Source: an optimization exercise on an open RTL-to-GDS flow (aim: small area). Production flows keep margins and buffers that such runs may drop. In this exercise RTL edits were held to simulation tests only and were not proved equivalent to the original. No activity file was given, so power comes from the tool's default toggle rates.

==> run G: inputs <==
Design addatone, start of the top module:
module addatone
	(
		input wire i_Clock,
		input wire reset_n,
		output reg test,
		input wire i_ADC_Data,
		input wire i_ADC_Clock,
		input wire i_ADC_CS,
		input wire i_Mix,
		input wire i_Ring_Mod,
		output wire o_DAC_Data,
		output wire o_DAC_Bit_Clock,
		output wire o_DAC_LR_Clock
	);
make LEC_CHECK=0 CAP_MARGIN=10 CORE_MARGIN=2 CORE_UTILIZATION=35 CTS_BUF_LIST='sky130_fd_sc_hd__clkbuf_4 sky130_fd_sc_hd__clkbuf_8' GPL_TIMING_DRIVEN=0 PLACE_DENSITY=0.5 SLEW_MARGIN=10 SYNTH_MEMORY_MAX_BITS=65536 finish   # period 20.0 ns
run.sh (not shown) runs the stock make flow with config.mk's settings and CLKGATE_MAP_FILE= SYNTH_SCRIPT=/design/flow/synth_recipe.tcl, a recipe that flattens the netlist after the stock synthesis.
==> run R (differences from run G) <==
- CAP_MARGIN: 10 -> 40
- CTS_BUF_LIST: sky130_fd_sc_hd__clkbuf_4 sky130_fd_sc_hd__clkbuf_8 -> not set
- GPL_TIMING_DRIVEN: 0 -> not set
- SLEW_MARGIN: 10 -> 40
==> comparison table <==
quantity	run G	run R
Final core occ	41.2%	40.8%
Top fanout value on the critical path	12	60
Synth-to-Final Area Change	17.1%	16.1%
Fraction of standard cell area that is sequential	57.1%	57.7%
Total met2 wirelength after detailed routing	286 mm	218 mm
Status	finished with violations	finished clean
Reasons for failing layout checks	max-capacitance violations, max-slew violations	-
Number of buffer cells added on primary ports	9	10
Maximum single-stage delay on the critical path	750 ps	690 ps
Library cell contributing the largest single delay on the critical path	sky130_fd_sc_hd__clkbuf_1	sky130_fd_sc_hd__ha_1
Cell occurring most often along the worst timing path	sky130_fd_sc_hd__clkbuf_1	sky130_fd_sc_hd__a21oi_1
Sequential Power	9.71 mW	9.66 mW
WP data required	20950 ps	20660 ps
Reported max-cap violation count	4	0

========
==> run C <==
addatone, a different RTL version from the one above (not shown whole).
Settings: LEC_CHECK=0, CAP_MARGIN=40, CORE_MARGIN=2, CORE_UTILIZATION=35, CTS_CLUSTER_DIAMETER=150, CTS_CLUSTER_SIZE=24, PLACE_DENSITY=0.5, SLEW_MARGIN=40, SYNTH_MEMORY_MAX_BITS=65536; clock period 20.0 ns.
==> run A: changes against run C <==
--- a/flow/config.mk
+++ b/flow/config.mk
@@ -6,10 +6,11 @@
 export NUM_CORES = 4
 export LEC_CHECK = 0
 export CAP_MARGIN = 40
 export CORE_MARGIN = 2
 export CORE_UTILIZATION = 35
 export CTS_CLUSTER_DIAMETER = 150
 export CTS_CLUSTER_SIZE = 24
+export GPL_TIMING_DRIVEN = 0
 export PLACE_DENSITY = 0.5
 export SLEW_MARGIN = 40
 export SYNTH_MEMORY_MAX_BITS = 65536
==> run K: changes against run C <==
--- a/flow/design.v
+++ b/flow/design.v
@@ -36,17 +36,15 @@
 		end
 		else if (Write_Count != 3'd0)
 			Write_Count <= Write_Count - 1'b1;
 	end
 	wire Writing = (Write_Count != 3'd0);
 	reg Flip;
 	always @(posedge clk_i)
-		if (rst_i)
-			Flip <= 1'b0;
-		else if (i_Phase == 2'd3)
+		if (i_Phase == 2'd3)
 			Flip <= ~Flip;
 	reg [3:0] Write_Nibble;
 	always @* begin
 		case (i_Phase)
 			2'd0: Write_Nibble = wr_data_i[3:0];
 			2'd1: Write_Nibble = wr_data_i[7:4];
 			2'd2: Write_Nibble = wr_data_i[11:8];
==> flow/config.mk (replaced) <==
export PLATFORM = sky130hd
export DESIGN_NAME = addatone
export DESIGN_NICKNAME = addatone
export VERILOG_FILES = /design/flow/design.v
export SDC_FILE = /design/flow/constraint.sdc
export NUM_CORES = 4
export LEC_CHECK = 0
export CAP_MARGIN = 40
export CORE_MARGIN = 2
export CORE_UTILIZATION = 55
export CTS_CLUSTER_DIAMETER = 150
export CTS_CLUSTER_SIZE = 24
export PLACE_DENSITY = 0.7
export SLEW_MARGIN = 40
export SYNTH_MEMORY_MAX_BITS = 65536
==> run M: changes against run C <==
--- a/flow/design.v
+++ b/flow/design.v
@@ -36,17 +36,15 @@
 		end
 		else if (Write_Count != 3'd0)
 			Write_Count <= Write_Count - 1'b1;
 	end
 	wire Writing = (Write_Count != 3'd0);
 	reg Flip;
 	always @(posedge clk_i)
-		if (rst_i)
-			Flip <= 1'b0;
-		else if (i_Phase == 2'd3)
+		if (i_Phase == 2'd3)
 			Flip <= ~Flip;
 	reg [3:0] Write_Nibble;
 	always @* begin
 		case (i_Phase)
 			2'd0: Write_Nibble = wr_data_i[3:0];
 			2'd1: Write_Nibble = wr_data_i[7:4];
 			2'd2: Write_Nibble = wr_data_i[11:8];
==> results.txt <==
Die ar. -> 0.3946 mm2
Initial core utilization -> 35.09%
Tap Cells -> 5197
Post-Syn Nets -> 12530
Post-synthesis compound-gate area fraction -> 12.69%
Outcome -> complete, no violations
Least-Margin Pin Slew -> 1.018 ns
DRT Wirelength -> 545.9 mm
Crit share post-route -> 83.41%
The numbers above come from run C.

==> results.txt <==
DRT Wirelength -> 711.0 mm
Initial core utilization -> 35.09%
Crit share post-route -> 88.07%
Multi-input combinational cell count -> 6681
Tap Cells -> 5197
Outcome -> complete, no violations
Post-synthesis compound-gate area fraction -> 12.69%
Post-Syn Nets -> 12530
The numbers above come from run A.

==> results.txt <==
Post-Syn Nets -> 12580
Tap Cells -> 5197
Share of the synthesized area in the top cell type -> 64.94%
Initial core utilization -> 35.13%
Outcome -> complete, no violations
Least-Margin Pin Slew -> 1.018 ns
DRT Wirelength -> 549.3 mm
Largest Pwr Group -> sequential cells
Die ar. -> 0.3950 mm2
The numbers above come from run M.

==> results.txt <==
Outcome -> complete, no violations
Crit share post-route -> 81.94%
Die ar. -> 0.2522 mm2
Post-Syn Nets -> 12580
Least-Margin Pin Slew -> 1.051 ns
Tap Cells -> 3312
Initial core utilization -> 55.39%
The numbers above come from run K.

separate check: timing with driven ports:
The results above use ideal ports. As a check the final layouts listed here were re-extracted and re-timed, cells and wires unchanged.
Step 1 assumes that a clkbuf_16 drives the clock port and a buf_2 every other input.
Step 2 also shifts input and output timing later by t, the mid clock arrival at the registers, as if the neighbouring blocks saw the same clock.
Three values: ideal ports, drivers, drivers and shift; two values: the first two.
run | t, ns | setup slack, ns | hold slack, ns | clock arrival spread, ns | worst slew at a driven data input, ns
run G | 1.356 | 4.998 / 4.998 / 4.998 | 0.238 / 0.238 / 0.238 | 0.154 / 0.154 | 0.07
run R | 1.084 | 6.976 / 6.976 / 6.976 | 0.280 / 0.280 / 0.280 | 0.118 / 0.118 | 0.07
run C | 1.056 | 3.318 / 3.318 / 3.318 | 0.294 / 0.294 / 0.294 | 0.082 / 0.082 | 0.11
run A | 1.077 | 2.386 / 2.386 / 2.386 | 0.289 / 0.289 / 0.289 | 0.101 / 0.101 | 0.10
run K | 1.002 | 3.613 / 3.613 / 3.613 | 0.262 / 0.262 / 0.262 | 0.086 / 0.086 | 0.08
run M | 1.054 | 3.673 / 3.673 / 3.673 | 0.187 / 0.187 / 0.187 | 0.158 / 0.159 | 0.04
